This is an optimization exercise on Yosys and OpenROAD, whose aim is small area, not a production implementation.
In this exercise RTL edits were held to simulation tests only and were not proved equivalent to the original.

==> 06-02: inputs <==
// top
module top(
    input clock_12MHz,
    input RESET,
    input [8:0] KEY,
    input Mode_Switch,
    output [7:0] LED,
    output [3:0] MOTOR_OUT,
    output [3:0] FND_COM,
    output [7:0] FND_DATA,
    output BUZZER,
    output LCD_RS,
    output LCD_RW,
    output LCD_EN,
    output [7:0] LCD_DATA
);
export LEC_CHECK = 0
export CAP_MARGIN = 20
export CORE_MARGIN = 2
export CORE_UTILIZATION = 40
export SLEW_MARGIN = 20
create_clock -name core_clock -period 10.0 [get_ports {clock_12MHz}]
standard.sh (not shown) runs the stock make flow with config.mk's settings and CLKGATE_MAP_FILE= SYNTH_SCRIPT=/design/flow/synth_recipe.tcl, a recipe that flattens the netlist after the stock synthesis.
==> flow/flow/run.sh <==
#!/bin/bash
# Standard ORFS flow, with an area-oriented ABC script for the logic mapping
# step, minimum-size port buffers and a clock tree without dummy loads.
set -euo pipefail
HERE=$(pwd)
rm -rf scripts_mod
cp -r "$FLOW_HOME/scripts" scripts_mod
cp flow/abc.script scripts_mod/abc_speed.script
bash standard.sh SCRIPTS_DIR="$HERE/scripts_mod" \
  BUFFER_PORTS_ARGS="-inputs -outputs -buffer_cell sky130_fd_sc_hd__buf_1" \
  CTS_ARGS="-sink_clustering_enable -repair_clock_nets -dont_use_dummy_load -buf_list sky130_fd_sc_hd__clkbuf_8" \
  finish > flow_make.log 2>&1
==> flow/flow/abc.script <==
&get -n
&st
&deepsyn -T 240
&dch
&nf -a
&put
topo
==> 07-17 (differences from 06-02) <==
--- a/flow/design.v
+++ b/flow/design.v
@@ -70,39 +70,39 @@
     reg       okc;       
     reg       opn;       
     reg       frz;       
     reg       frzd;      
     reg       om;        
     reg [18:0] q;        
     reg [2:0] lvl;       
-    localparam LEFT = 2'd0, WAIT = 2'd1, RIGHT = 2'd2, STOP = 2'd3;
+    localparam LEFT = 2'd0, WAIT = 2'd1, RIGHT = 2'd3;
     wire [1:0] mseg = q[18:17];
     wire [6:0] clk7 = q[6:0];
     wire [9:0] step = q[16:7];
     wire [13:0] ta  = q[13:0];
     wire [4:0]  tb  = q[18:14];
     wire keyact = p1 & (fail != 2'd3) & ~frz & ~opn;
     wire kv1 = kf[0];
     wire kv2 = ~kf[0] & kf[1];
     wire kv3 = ~kf[0] & ~kf[1] & kf[2];
     wire kv4 = ~kf[0] & ~kf[1] & ~kf[2] & kf[3];
     reg lvl_hit_f;
     always @(*) begin
         case (lvl)
-            3'd0: lvl_hit_f = q[2] & q[3] & q[4] & q[5] & q[7] & q[9] & q[12] & q[15];
-            3'd1: lvl_hit_f = q[1] & q[3] & q[4] & q[5] & q[6] & q[8] & q[10] & q[13] & ~q[15];
-            3'd2: lvl_hit_f = q[0] & q[1] & q[2] & q[4] & q[5] & q[7] & q[9] & q[12] & q[14] & q[15];
-            3'd3: lvl_hit_f = q[0] & q[2] & q[4] & q[5] & q[6] & q[8] & q[10] & q[13] & q[14] & ~q[15];
-            3'd4: lvl_hit_f = q[1] & q[4] & q[5] & q[7] & q[9] & q[12] & ~q[15];
-            3'd5: lvl_hit_f = q[4] & q[5] & q[6] & q[8] & q[10] & q[13] & q[15];
-            3'd6: lvl_hit_f = q[0] & q[2] & q[3] & q[5] & q[7] & q[9] & q[12] & q[14] & ~q[15];
+            3'd0: lvl_hit_f = q[1] & q[2] & q[3] & q[4] & q[5] & q[7] & q[9] & q[12] & q[15];              
+            3'd1: lvl_hit_f = q[2] & q[3] & q[4] & q[5] & q[6] & q[8] & q[10] & q[13] & ~q[15];            
+            3'd2: lvl_hit_f = q[0] & q[3] & q[4] & q[5] & q[7] & q[9] & q[12] & q[14] & q[15];             
+            3'd3: lvl_hit_f = q[0] & q[1] & q[2] & q[4] & q[5] & q[6] & q[8] & q[10] & q[13] & q[14] & q[17];  
+            3'd4: lvl_hit_f = q[2] & q[4] & q[5] & q[7] & q[9] & q[12] & q[16];                            
+            3'd5: lvl_hit_f = q[1] & q[4] & q[5] & q[6] & q[8] & q[10] & q[13] & q[15];                    
+            3'd6: lvl_hit_f = q[0] & q[1] & q[2] & q[3] & q[5] & q[7] & q[9] & q[12] & q[14] & ~q[17];     
             default: lvl_hit_f = 1'b0;
         endcase
     end
-    wire frz_end = q[0] & q[1] & ~q[2] & q[3] & q[5] & q[6] & q[8] & q[10] & q[13] & q[14] & q[15] & q[18];
+    wire frz_end = q[0] & q[2] & q[3] & q[5] & q[6] & q[8] & q[10] & q[13] & q[14] & q[15] & q[18];
     reg lvl_hit_o;
     always @(*) begin
         case (lvl)
             3'd0: lvl_hit_o = 1'b1;
             3'd1: lvl_hit_o = q[1] & q[2] & q[3] & q[6] & q[7] & q[8] & q[9] & q[11];
             3'd2: lvl_hit_o = q[0] & q[1] & q[2] & q[4] & q[5] & q[7] & q[8] & q[9] & q[10] & ~q[11];
             3'd3: lvl_hit_o = q[5] & q[7] & q[8] & q[9] & q[13];
@@ -110,36 +110,35 @@
             default: lvl_hit_o = 1'b0;
         endcase
     end
     wire clkwrap  = clk7[6] & clk7[5] & clk7[2];      
     wire mtick    = clkwrap;
     wire left_end = om && (mseg == LEFT)  && mtick && step[9];
     wire wait_end = om && (mseg == WAIT)  && q[0] & q[1] & q[2] & q[3] & q[4] & q[5] & q[8] & q[9] & q[10] & q[12] & q[13] & q[14];   
-    wire right_end= om && (mseg == RIGHT) && mtick && step[9];
+    wire mstop    = om && (mseg == RIGHT) && step[9] && step[0];
     wire awrap = ~om & ta[13] & ta[10] & ta[8] & ta[7];    
     wire c7    = om ? clkwrap : (&q[6:0]);
     wire c14   = om ? (c7 & (&q[13:7])) : awrap;
     wire [6:0] lo_n  = (om ? clkwrap : awrap) ? 7'd0 : q[6:0] + 7'd1;
     wire [6:0] mid_n = awrap ? 7'd0 : q[13:7] + {6'd0, c7};
     wire [4:0] hi_n  = q[18:14] + {4'd0, c14};
     always @(posedge clk) begin
         q <= {hi_n, mid_n, lo_n};
         if (keyact && pc == 2'd3 && !(okc && kv4) && fail == 2'd2) begin
-            q   <= {5'd31, 14'd9599};
+            q   <= 19'd0;
             lvl <= 3'd0;
         end else if (frz) begin
             if (lvl_hit_f) lvl <= lvl + 3'd1;
         end else if (opn && !om) begin
             q   <= 19'd0;
             lvl <= 3'd0;
         end else if (om) begin
             if (mseg == LEFT && lvl_hit_o) lvl <= lvl + 3'd1;
             if (left_end) q[17] <= 1'b1;      
             if (wait_end) q <= {RIGHT, 17'd0};
-            if (right_end) q[18:17] <= STOP;
         end
     end
     always @(posedge clk) begin
         if (keyact) begin
             if (pc == 2'd0) okc <= kv1;
             else if (pc == 2'd1) okc <= okc & kv2;
             else if (pc == 2'd2) okc <= okc & kv3;
@@ -154,15 +153,15 @@
                 if (sc_safe) failn <= ~(2'd0);
             end
             if (frz) begin
                 if (frz_end) begin
                     frz <= 1'b0; failn <= ~(2'd0); pc <= 2'd0;
                 end
             end else if (opn) begin
-                if (om && mseg == STOP && clk7[0]) begin
+                if (mstop && clk7[0]) begin
                     opn <= 1'b0; full <= 1'b0; pc <= 2'd0; failn <= ~(2'd0);
                 end
             end else if (keyact) begin
                 pc <= pc + 2'd1;
                 full <= (pc == 2'd3);
                 if (pc == 2'd3) begin
                     if (okc && kv4) begin
@@ -172,15 +171,15 @@
                     end else begin
                         failn <= ~(fail + 2'd1);
                     end
                 end
             end
             if (!om) begin
                 if (opn) om <= 1'b1;
-            end else if (mseg == STOP && !opn) om <= 1'b0;
+            end else if (mstop && !opn) om <= 1'b0;
         end
     end
     always @(posedge clk) frzd <= frz;
     assign LED[0] = ~frz;
     assign LED[7] = ~frz | (lvl >= 3'd1);
     assign LED[6] = ~frz | (lvl >= 3'd2);
     assign LED[5] = ~frz | (lvl >= 3'd3);
@@ -201,15 +200,15 @@
     assign MOTOR_OUT = {~ph[1], ph[1], ph[1] ^ ph[0], ~(ph[1] ^ ph[0])};
     wire zsel = full | (pc > c4);
     assign FND_COM  = {c4 == 2'd0, c4 == 2'd1, c4 == 2'd2, c4 == 2'd3};
     assign FND_DATA = {{6{~zsel}}, 2'b11};
     reg [6:0] tc;        
     reg       bz;
     wire ton_o = om & (lvl >= 3'd1) & (lvl <= 3'd4);
-    wire ton_f = frz & (ta < 14'd4800);
+    wire ton_f = frz & (|ta[13:1]) & (ta < 14'd4800);    
     reg  hit;
     always @(*) begin
         if (ton_f) hit = tc[0] & tc[2] & tc[3] & ~tc[5];                          
         else case (lvl)
             3'd1: hit = tc[0] & tc[1] & tc[2] & tc[4] & tc[5] & tc[6];            
             3'd2: hit = tc[1] & tc[2] & tc[4] & tc[5] & tc[6];                    
             3'd3: hit = (tc[1] & ~tc[2] & tc[3] & ~tc[4] & tc[5] & tc[6])         
==> flow/flow/run.sh (replaced) <==
#!/bin/bash
# Standard ORFS flow, with an area-oriented ABC script for the logic mapping
# step, minimum-size buffers on ports and a clock tree without dummy loads.
set -euo pipefail
HERE=$(pwd)
rm -rf scripts_mod
cp -r "$FLOW_HOME/scripts" scripts_mod
cp flow/abc.script scripts_mod/abc_speed.script
bash standard.sh SCRIPTS_DIR="$HERE/scripts_mod" \
  MIN_BUF_CELL_AND_PORTS="sky130_fd_sc_hd__buf_1 A X" \
  BUFFER_PORTS_ARGS="-inputs -outputs -buffer_cell sky130_fd_sc_hd__buf_1" \
  CTS_ARGS="-sink_clustering_enable -repair_clock_nets -dont_use_dummy_load -buf_list sky130_fd_sc_hd__clkbuf_8 -sink_buffer_max_cap_derate 1.0 -sink_clustering_size 30" \
  finish > flow_make.log 2>&1
==> flow/flow/abc.script (replaced) <==
&get -n
&st
&deepsyn -T 30
&dch
&nf -a
&put
topo
==> flow/config.mk (replaced) <==
export PLATFORM = sky130hd
export DESIGN_NAME = top
export DESIGN_NICKNAME = top
export VERILOG_FILES = /design/flow/design.v
export SDC_FILE = /design/flow/constraint.sdc
export NUM_CORES = 4
export LEC_CHECK = 0
export CAP_MARGIN = 20
export CORE_MARGIN = 2
export CORE_UTILIZATION = 65
export SLEW_MARGIN = 20
==> impl_metrics.env <==
export IMPL_fin_skew_ns=0.0390
export IMPL_timing_final_crit_share=0.621
export IMPL_wl_met3_um=560
export IMPL_status="complete, no violations"
export IMPL_fin_crit_ns=6.21
export IMPL_routedWlPerCell_um=16.0
export IMPL_non_clock_inverter_count=51
[end of results for 07-17]
==> impl_metrics.env <==
export IMPL_status="complete, no violations"
export IMPL_ys_types=60
export IMPL_timing_final_crit_share=0.655
export IMPL_non_clock_inverter_count=43
export IMPL_switchingPower_uw=127
export IMPL_wl_met3_um=399
export IMPL_fin_skew_ns=0.0386
export IMPL_r2r_slack_ns=7.02
export IMPL_fin_crit_ns=6.55
[end of results for 06-02]

---

==> 09-05 <==
==> flow/design.v <==
`timescale 1ns / 1ps
module top(
    input clock_12MHz,
    input RESET,
    input [8:0] KEY,
    input Mode_Switch,
    output [7:0] LED,
    output [3:0] MOTOR_OUT,
    output [3:0] FND_COM,
    output [7:0] FND_DATA,
    output BUZZER,
    output LCD_RS,
    output LCD_RW,
    output LCD_EN,
    output [7:0] LCD_DATA
);
    wire clk = clock_12MHz;
    reg [7:0] deb;
    reg [8:0] kf;
    reg       p1, p2;
    wire tick = (deb == 8'h9b);
    wire deb_fb = ~(deb[7] ^ deb[5] ^ deb[4] ^ deb[3]) ^ tick;
    always @(posedge clk or posedge RESET) begin
        if (RESET) begin
            deb <= 8'h37; kf <= 9'd0; p1 <= 1'b0;
        end else begin
            deb <= {deb[6:0], deb_fb};
            p1  <= tick & |(KEY & ~kf);
            if (tick) kf <= KEY;
        end
    end
    reg [3:0] kv;
    always @(*) begin
        kv = 4'd0;
        if      (kf[0]) kv = 4'd1;
        else if (kf[1]) kv = 4'd2;
        else if (kf[2]) kv = 4'd3;
        else if (kf[3]) kv = 4'd4;
        else if (kf[4]) kv = 4'd5;
        else if (kf[5]) kv = 4'd6;
        else if (kf[6]) kv = 4'd7;
        else if (kf[7]) kv = 4'd8;
        else if (kf[8]) kv = 4'd9;
    end
    always @(posedge clk) p2 <= p1;
    reg [3:0] keyv;
    always @(posedge clk or posedge RESET) begin
        if (RESET) keyv <= 4'd0;
        else if (p2) keyv <= kv;
    end
    reg [15:0] scn;                   
    wire [15:0] sc = ~scn;
    reg [1:0]  c4;
    wire sc_ones = &sc[14:0];
    wire sc_wrap = sc_ones & ~sc[15];
    wire sc_fb   = ~(sc[15] ^ sc[14] ^ sc[12] ^ sc[3]) ^ sc_ones;
    wire sc_safe = ((sc & 16'h147f) == 16'h0479);
    always @(posedge clk or posedge RESET) begin
        if (RESET) begin
            scn <= 16'h0000; c4 <= 2'd0;
        end else begin
            scn <= ~{sc[14:0], sc_fb};
            if (sc_wrap) c4 <= c4 + 2'd1;
        end
    end
    reg [1:0] pc;        
    reg       full;      
    reg [1:0] failn;     
    wire [1:0] fail = ~failn;    
    reg       okc;       
    reg       opn;       
    reg       frz;       
    reg       frzd;      
    reg       om;        
    reg [18:0] q;        
    reg [2:0] lvl;       
    localparam LEFT = 2'd0, WAIT = 2'd1, RIGHT = 2'd3;
    wire [1:0] mseg = q[18:17];
    wire [6:0] clk7 = q[6:0];
    wire [9:0] step = q[16:7];
    wire [13:0] ta  = q[13:0];
    wire [4:0]  tb  = q[18:14];
    wire keyact = p1 & (fail != 2'd3) & ~frz & ~opn;
    wire kv1 = kf[0];
    wire kv2 = ~kf[0] & kf[1];
    wire kv3 = ~kf[0] & ~kf[1] & kf[2];
    wire kv4 = ~kf[0] & ~kf[1] & ~kf[2] & kf[3];
    reg lvl_hit_f;
    always @(*) begin
        case (lvl)
            3'd0: lvl_hit_f = q[1] & q[2] & q[3] & q[4] & q[5] & q[7] & q[9] & q[12] & q[15];              
            3'd1: lvl_hit_f = q[2] & q[3] & q[4] & q[5] & q[6] & q[8] & q[10] & q[13] & ~q[15];            
            3'd2: lvl_hit_f = q[0] & q[3] & q[4] & q[5] & q[7] & q[9] & q[12] & q[14] & q[15];             
            3'd3: lvl_hit_f = q[0] & q[1] & q[2] & q[4] & q[5] & q[6] & q[8] & q[10] & q[13] & q[14] & q[17];  
            3'd4: lvl_hit_f = q[2] & q[4] & q[5] & q[7] & q[9] & q[12] & q[16];                            
            3'd5: lvl_hit_f = q[1] & q[4] & q[5] & q[6] & q[8] & q[10] & q[13] & q[15];                    
            3'd6: lvl_hit_f = q[0] & q[1] & q[2] & q[3] & q[5] & q[7] & q[9] & q[12] & q[14] & ~q[17];     
            default: lvl_hit_f = 1'b0;
        endcase
    end
    wire frz_end = q[0] & q[2] & q[3] & q[5] & q[6] & q[8] & q[10] & q[13] & q[14] & q[15] & q[18];
    reg lvl_hit_o;
    always @(*) begin
        case (lvl)
            3'd0: lvl_hit_o = 1'b1;
            3'd1: lvl_hit_o = q[1] & q[2] & q[3] & q[6] & q[7] & q[8] & q[9] & q[11];
            3'd2: lvl_hit_o = q[0] & q[1] & q[2] & q[4] & q[5] & q[7] & q[8] & q[9] & q[10] & ~q[11];
            3'd3: lvl_hit_o = q[5] & q[7] & q[8] & q[9] & q[13];
            3'd4: lvl_hit_o = q[0] & q[3] & q[7] & q[8] & q[9] & q[10] & q[11];
            default: lvl_hit_o = 1'b0;
        endcase
    end
    wire clkwrap  = clk7[6] & clk7[5] & clk7[2];      
    wire mtick    = clkwrap;
    wire left_end = om && (mseg == LEFT)  && mtick && step[9];
    wire wait_end = om && (mseg == WAIT)  && q[0] & q[1] & q[2] & q[3] & q[4] & q[5] & q[8] & q[9] & q[10] & q[12] & q[13] & q[14];   
    wire mstop    = om && (mseg == RIGHT) && step[9] && step[0];
    wire awrap = ~om & ta[13] & ta[10] & ta[8] & ta[7];    
    wire c7    = om ? clkwrap : (&q[6:0]);
    wire c14   = om ? (c7 & (&q[13:7])) : awrap;
    wire [6:0] lo_n  = (om ? clkwrap : awrap) ? 7'd0 : q[6:0] + 7'd1;
    wire [6:0] mid_n = awrap ? 7'd0 : q[13:7] + {6'd0, c7};
    wire [4:0] hi_n  = q[18:14] + {4'd0, c14};
    always @(posedge clk) begin
        q <= {hi_n, mid_n, lo_n};
        if (keyact && pc == 2'd3 && !(okc && kv4) && fail == 2'd2) begin
            q   <= 19'd0;
            lvl <= 3'd0;
        end else if (frz) begin
            if (lvl_hit_f) lvl <= lvl + 3'd1;
        end else if (opn && !om) begin
            q   <= 19'd0;
            lvl <= 3'd0;
        end else if (om) begin
            if (mseg == LEFT && lvl_hit_o) lvl <= lvl + 3'd1;
            if (left_end) q[17] <= 1'b1;      
            if (wait_end) q <= {RIGHT, 17'd0};
        end
    end
    always @(posedge clk) begin
        if (keyact) begin
            if (pc == 2'd0) okc <= kv1;
            else if (pc == 2'd1) okc <= okc & kv2;
            else if (pc == 2'd2) okc <= okc & kv3;
        end
    end
    always @(posedge clk or posedge RESET) begin
        if (RESET) begin
            pc <= 2'd0; full <= 1'b0; failn <= ~(2'd3); opn <= 1'b0; frz <= 1'b0;
            om <= 1'b0;
        end else begin
            if (fail == 2'd3) begin
                if (sc_safe) failn <= ~(2'd0);
            end
            if (frz) begin
                if (frz_end) begin
                    frz <= 1'b0; failn <= ~(2'd0); pc <= 2'd0;
                end
            end else if (opn) begin
                if (mstop && clk7[0]) begin
                    opn <= 1'b0; full <= 1'b0; pc <= 2'd0; failn <= ~(2'd0);
                end
            end else if (keyact) begin
                pc <= pc + 2'd1;
                full <= (pc == 2'd3);
                if (pc == 2'd3) begin
                    if (okc && kv4) begin
                        opn <= 1'b1; failn <= ~(2'd0);
                    end else if (fail == 2'd2) begin
                        frz <= 1'b1; full <= 1'b0;
                    end else begin
                        failn <= ~(fail + 2'd1);
                    end
                end
            end
            if (!om) begin
                if (opn) om <= 1'b1;
            end else if (mstop && !opn) om <= 1'b0;
        end
    end
    always @(posedge clk) frzd <= frz;
    assign LED[0] = ~frz;
    assign LED[7] = ~frz | (lvl >= 3'd1);
    assign LED[6] = ~frz | (lvl >= 3'd2);
    assign LED[5] = ~frz | (lvl >= 3'd3);
    assign LED[4] = ~frz | (lvl >= 3'd4);
    assign LED[3] = ~frz | (lvl >= 3'd5);
    assign LED[2] = ~frz | (lvl >= 3'd6);
    assign LED[1] = ~frz | (lvl >= 3'd7);
    reg [1:0] ph;
    always @(*) begin
        if (!om) ph = 2'd0;
        else case (mseg)
            LEFT:  ph = step[1:0];
            WAIT:  ph = 2'd1;
            RIGHT: ph = {step[1], ~step[0]};
            default: ph = 2'd0;
        endcase
    end
    assign MOTOR_OUT = {~ph[1], ph[1], ph[1] ^ ph[0], ~(ph[1] ^ ph[0])};
    wire zsel = full | (pc > c4);
    assign FND_COM  = {c4 == 2'd0, c4 == 2'd1, c4 == 2'd2, c4 == 2'd3};
    assign FND_DATA = {{6{~zsel}}, 2'b11};
    reg [6:0] tc;        
    reg       bz;
    wire ton_o = om & (lvl >= 3'd1) & (lvl <= 3'd4);
    wire ton_f = frz & (|ta[13:1]) & (ta < 14'd4800);    
    reg  hit;
    always @(*) begin
        if (ton_f) hit = tc[0] & tc[2] & tc[3] & ~tc[5];                          
        else case (lvl)
            3'd1: hit = tc[0] & tc[1] & tc[2] & tc[4] & tc[5] & tc[6];            
            3'd2: hit = tc[1] & tc[2] & tc[4] & tc[5] & tc[6];                    
            3'd3: hit = (tc[1] & ~tc[2] & tc[3] & ~tc[4] & tc[5] & tc[6])         
                      | (tc[0] & tc[1] & tc[3] & tc[4] & tc[5]);                  
            default: hit = ~tc[0] & tc[3] & tc[5] & tc[6];                        
        endcase
    end
    always @(posedge clk) begin
        if (!(ton_o | ton_f) || hit) tc <= 7'd0;
        else tc <= {tc[5:0], ~(tc[6] ^ tc[0])};
    end
    always @(posedge clk or posedge RESET) begin
        if (RESET) bz <= 1'b1;
        else if (!(ton_o | ton_f)) bz <= 1'b1;
        else if (hit) bz <= ~bz;
    end
    assign BUZZER = bz;
    reg [10:0] dl;
    reg [5:0]  cln;      
    wire [5:0] cl = ~cln;       
    reg        en;
    wire dl_last = dl[0] & dl[1] & ~dl[2] & ~dl[3] & dl[4] & dl[5] & ~dl[6] & ~dl[7] & dl[8] & dl[9];
    wire dl_200  = ~dl[0] & ~dl[1] & ~dl[3] & dl[4] & dl[7] & dl[8] & ~dl[9];
    wire dl_1800 = dl[0] & dl[1] & ~dl[2] & dl[4] & dl[5] & ~dl[6] & ~dl[7] & dl[8] & ~dl[9] & ~dl[10];
    wire dl_fb   = ~(dl[10] ^ dl[8]) ^ dl_last;
    always @(posedge clk or posedge RESET) begin
        if (RESET) begin
            dl <= 11'h599; cln <= 6'd0; en <= 1'b0;
        end else begin
            dl <= {dl[9:0], dl_fb};
            if (dl_last | (&cl)) cln <= ~((cl == 6'd40) ? 6'd7 : cl + 6'd1);
            en <= dl_200 | (en & ~dl_1800);
        end
    end
    assign LCD_EN = en;
    wire [7:0] kasc = {4'h3, keyv};
    reg [127:0] l1, l2;
    always @(*) begin
        if (frzd) begin
            l1 = "   !! FREEZE !! ";
            l2 = "   TRY LATER    ";
        end else if (om) begin
            l1 = "      OPEN      ";
            l2 = "                ";
        end else begin
            l1 = "ENTER PASSWORD  ";
            l2 = {"KEY VALUE : ", kasc, "   "};
        end
    end
    reg [8:0] sd;
    always @(*) begin
        case (cl)
            6'd63: sd = 9'd0;
            6'd0, 6'd1: sd = {1'b0, 8'h38};
            6'd2 : sd = {1'b0, 8'h0e};
            6'd3 : sd = {1'b0, 8'h06};
            6'd4 : sd = {1'b0, 8'h02};
            6'd5 : sd = {1'b0, 8'h01};
            6'd6 : sd = {1'b0, 8'h80};
            6'd23: sd = {1'b0, 8'hc0};
            default: begin
                if (cl >= 6'd7 && cl <= 6'd22)
                    sd = {1'b1, l1[8*(22-cl) +: 8]};
                else if (cl >= 6'd24 && cl <= 6'd39)
                    sd = {1'b1, l2[8*(39-cl) +: 8]};
                else
                    sd = {1'b0, 8'h02};
            end
        endcase
    end
    assign LCD_RS   = sd[8];
    assign LCD_DATA = sd[7:0];
    assign LCD_RW   = 1'b0;
endmodule
==> flow/flow/run.sh <==
#!/bin/bash
# Standard ORFS flow with these changes:
#  - logic mapping uses an area-oriented ABC script (&deepsyn then &nf -a);
#    synthesis runs with several deepsyn seeds and the smallest netlist is kept
#    (registers are the same in every run: ABC only remaps the logic);
#  - minimum-size buffers on ports; clock tree without dummy loads.
# Each tool's output goes to a log file in this folder (and ORFS's own logs).
set -euo pipefail
HERE=$(pwd)
COMMON=(MIN_BUF_CELL_AND_PORTS="sky130_fd_sc_hd__buf_1 A X"
        BUFFER_PORTS_ARGS="-inputs -outputs -buffer_cell sky130_fd_sc_hd__buf_1"
        CTS_ARGS="-sink_clustering_enable -repair_clock_nets -dont_use_dummy_load -buf_list sky130_fd_sc_hd__clkbuf_8")
SEEDS="1 2 3 4 5 6 7 8 9 10 11 12"
for S in $SEEDS; do
  rm -rf "scripts_s$S" "syn_s$S"
  cp -r "$FLOW_HOME/scripts" "scripts_s$S"
  sed "s/SEED/$S/" flow/abc.script.in > "scripts_s$S/abc_speed.script"
done
run_synth() {
  local S=$1
  bash standard.sh SCRIPTS_DIR="$HERE/scripts_s$S" WORK_HOME="$HERE/syn_s$S" "${COMMON[@]}" synth \
    > "synth_s$S.log" 2>&1 || echo "synth seed $S failed" >> synth_s$S.log
}
set -- $SEEDS
while [ $# -gt 0 ]; do
  for S in $1 ${2:-} ${3:-} ${4:-}; do run_synth $S & done
  wait
  shift $(( $# < 4 ? $# : 4 ))
done
BEST=""; BESTA=""
for S in $SEEDS; do
  R="syn_s$S/reports/sky130hd/top/base/synth_stat.txt"
  [ -f "syn_s$S/results/sky130hd/top/base/1_synth.odb" ] || continue
  A=$(awk '/Chip area for module/ {print $NF}' "$R")
  echo "seed $S area $A" >> synth_choice.log
  if [ -z "$BEST" ] || awk "BEGIN{exit !($A < $BESTA)}"; then BEST=$S; BESTA=$A; fi
done
echo "best seed $BEST area $BESTA" >> synth_choice.log
rm -rf orfs
cp -a "syn_s$BEST" orfs
bash standard.sh SCRIPTS_DIR="$HERE/scripts_s$BEST" "${COMMON[@]}" finish > flow_make.log 2>&1
==> flow/flow/abc.script.in <==
&get -n
&st
&deepsyn -T 90 -S SEED
&dch
&nf -a -p -R 1000 -F 8 -A 6
&put
topo
==> flow/standard.sh <==
#!/bin/bash
# synth_recipe.tcl (not shown) runs the flow's synth.tcl, then flattens the netlist and writes it again
# the make line also repeats each setting of config.mk as NAME=value (left out here)
make -C /OpenROAD-flow-scripts/flow DESIGN_CONFIG=/design/flow/config.mk WORK_HOME=/design/flow/orfs CLKGATE_MAP_FILE= SYNTH_SCRIPT=/design/flow/synth_recipe.tcl "${@:-finish}"
==> flow/config.mk <==
export PLATFORM = sky130hd
export DESIGN_NAME = top
export DESIGN_NICKNAME = top
export VERILOG_FILES = /design/flow/design.v
export SDC_FILE = /design/flow/constraint.sdc
export NUM_CORES = 4
export LEC_CHECK = 0
export CAP_MARGIN = 20
export CORE_MARGIN = 2
export CORE_UTILIZATION = 65
export SLEW_MARGIN = 20
==> flow/constraint.sdc <==
create_clock -name core_clock -period 10.0 [get_ports {clock_12MHz}]
set_input_delay 2.0000 -clock core_clock [delete_from_list [all_inputs] [get_ports {clock_12MHz}]]
set_output_delay 2.0000 -clock core_clock [all_outputs]
set_load 0.01 [all_outputs]
==> inputs of 01-13, as changes to 09-05 <==
--- a/flow/design.v
+++ b/flow/design.v
@@ -231,15 +231,16 @@
     wire [5:0] cl = ~cln;       
     reg        en;
     wire dl_last = dl[0] & dl[1] & ~dl[2] & ~dl[3] & dl[4] & dl[5] & ~dl[6] & ~dl[7] & dl[8] & dl[9];
-    wire dl_200  = ~dl[0] & ~dl[1] & ~dl[3] & dl[4] & dl[7] & dl[8] & ~dl[9];
-    wire dl_1800 = dl[0] & dl[1] & ~dl[2] & dl[4] & dl[5] & ~dl[6] & ~dl[7] & dl[8] & ~dl[9] & ~dl[10];
+    wire dl_1    = ~dl[0] & dl[2] & dl[3] & ~dl[4] & ~dl[5] & dl[6] & dl[7] & ~dl[8] & ~dl[9] & dl[10];
+    wire dl_200  = ~dl[0] & ~dl[2] & ~dl[3] & ~dl[5] & dl[6] & dl[9] & dl[10];
+    wire dl_1800 = dl[0] & ~dl[1] & dl[2] & dl[3] & dl[5] & dl[6] & dl[7] & ~dl[8] & ~dl[9] & dl[10];
     wire dl_fb   = ~(dl[10] ^ dl[8]) ^ dl_last;
     always @(posedge clk or posedge RESET) begin
         if (RESET) begin
-            dl <= 11'h599; cln <= 6'd0; en <= 1'b0;
+            dl <= 11'h667; cln <= 6'd0; en <= 1'b0;
         end else begin
             dl <= {dl[9:0], dl_fb};
-            if (dl_last | (&cl)) cln <= ~((cl == 6'd40) ? 6'd7 : cl + 6'd1);
+            if (dl_1 | (&cl)) cln <= ~((cl == 6'd40) ? 6'd7 : cl + 6'd1);
             en <= dl_200 | (en & ~dl_1800);
         end
     end
==> flow/flow/run.sh (replaced) <==
#!/bin/bash
# Standard ORFS flow, with an area-oriented ABC script for the logic mapping
# step, minimum-size buffers on ports and a clock tree without dummy loads.
set -euo pipefail
HERE=$(pwd)
rm -rf scripts_mod
cp -r "$FLOW_HOME/scripts" scripts_mod
cp flow/abc.script scripts_mod/abc_speed.script
bash standard.sh SCRIPTS_DIR="$HERE/scripts_mod" \
  MIN_BUF_CELL_AND_PORTS="sky130_fd_sc_hd__buf_1 A X" \
  BUFFER_PORTS_ARGS="-inputs -outputs -buffer_cell sky130_fd_sc_hd__buf_1" \
  CTS_ARGS="-sink_clustering_enable -repair_clock_nets -dont_use_dummy_load -buf_list sky130_fd_sc_hd__clkbuf_8" \
  finish > flow_make.log 2>&1
==> flow/flow/abc.script (new file) <==
&get -n
&st
&deepsyn -T 240
&dch
&nf -a
&put
topo
removed: flow/flow/abc.script.in
==> comparison <==
In 09-05 the area after synthesis is lower than in 01-13, by 3.8%.
In non-clock buffer count, 09-05 and 01-13 do not differ.
Critical path depth: 09-05 is higher than 01-13 (1).
Against 09-05, the cell count of 01-13 is higher by 3.5%.
In 01-13 the via count is larger than in 09-05, by about 2.7%.
Synthesized cell count: 01-13 is larger than 09-05 (3.9%).

[separate check: timing with driven ports]
How much do the figures lean on ideal ports? The routed layouts below were timed once more, with nothing changed but the port constraints.
Step 1, drivers: a clkbuf_16 drives clock_12MHz and a buf_2 each remaining input, both assumed.
Step 2 moves the port delays by t, midway between the first and last clock arrival at a register: inputs arrive t later, outputs are due t later. That takes back most of the time a late clock gives input paths.
Three values: ideal, step 1, step 2; two values: the first two.
run	shift t [ns]	setup WS [ns]	worst setup path after step 2	slew at the worst register clock pin (ns)
06-02	0.398	3.454 / 3.419 / 3.817	register to output	0.11 / 0.11
07-17	0.377	3.791 / 3.756 / 4.133	register to output	0.11 / 0.11
09-05	0.378	3.928 / 3.896 / 4.274	register to output	0.11 / 0.11
01-13	0.383	3.785 / 3.753 / 4.135	register to output	0.11 / 0.11
After both steps every run listed still meets setup and hold.
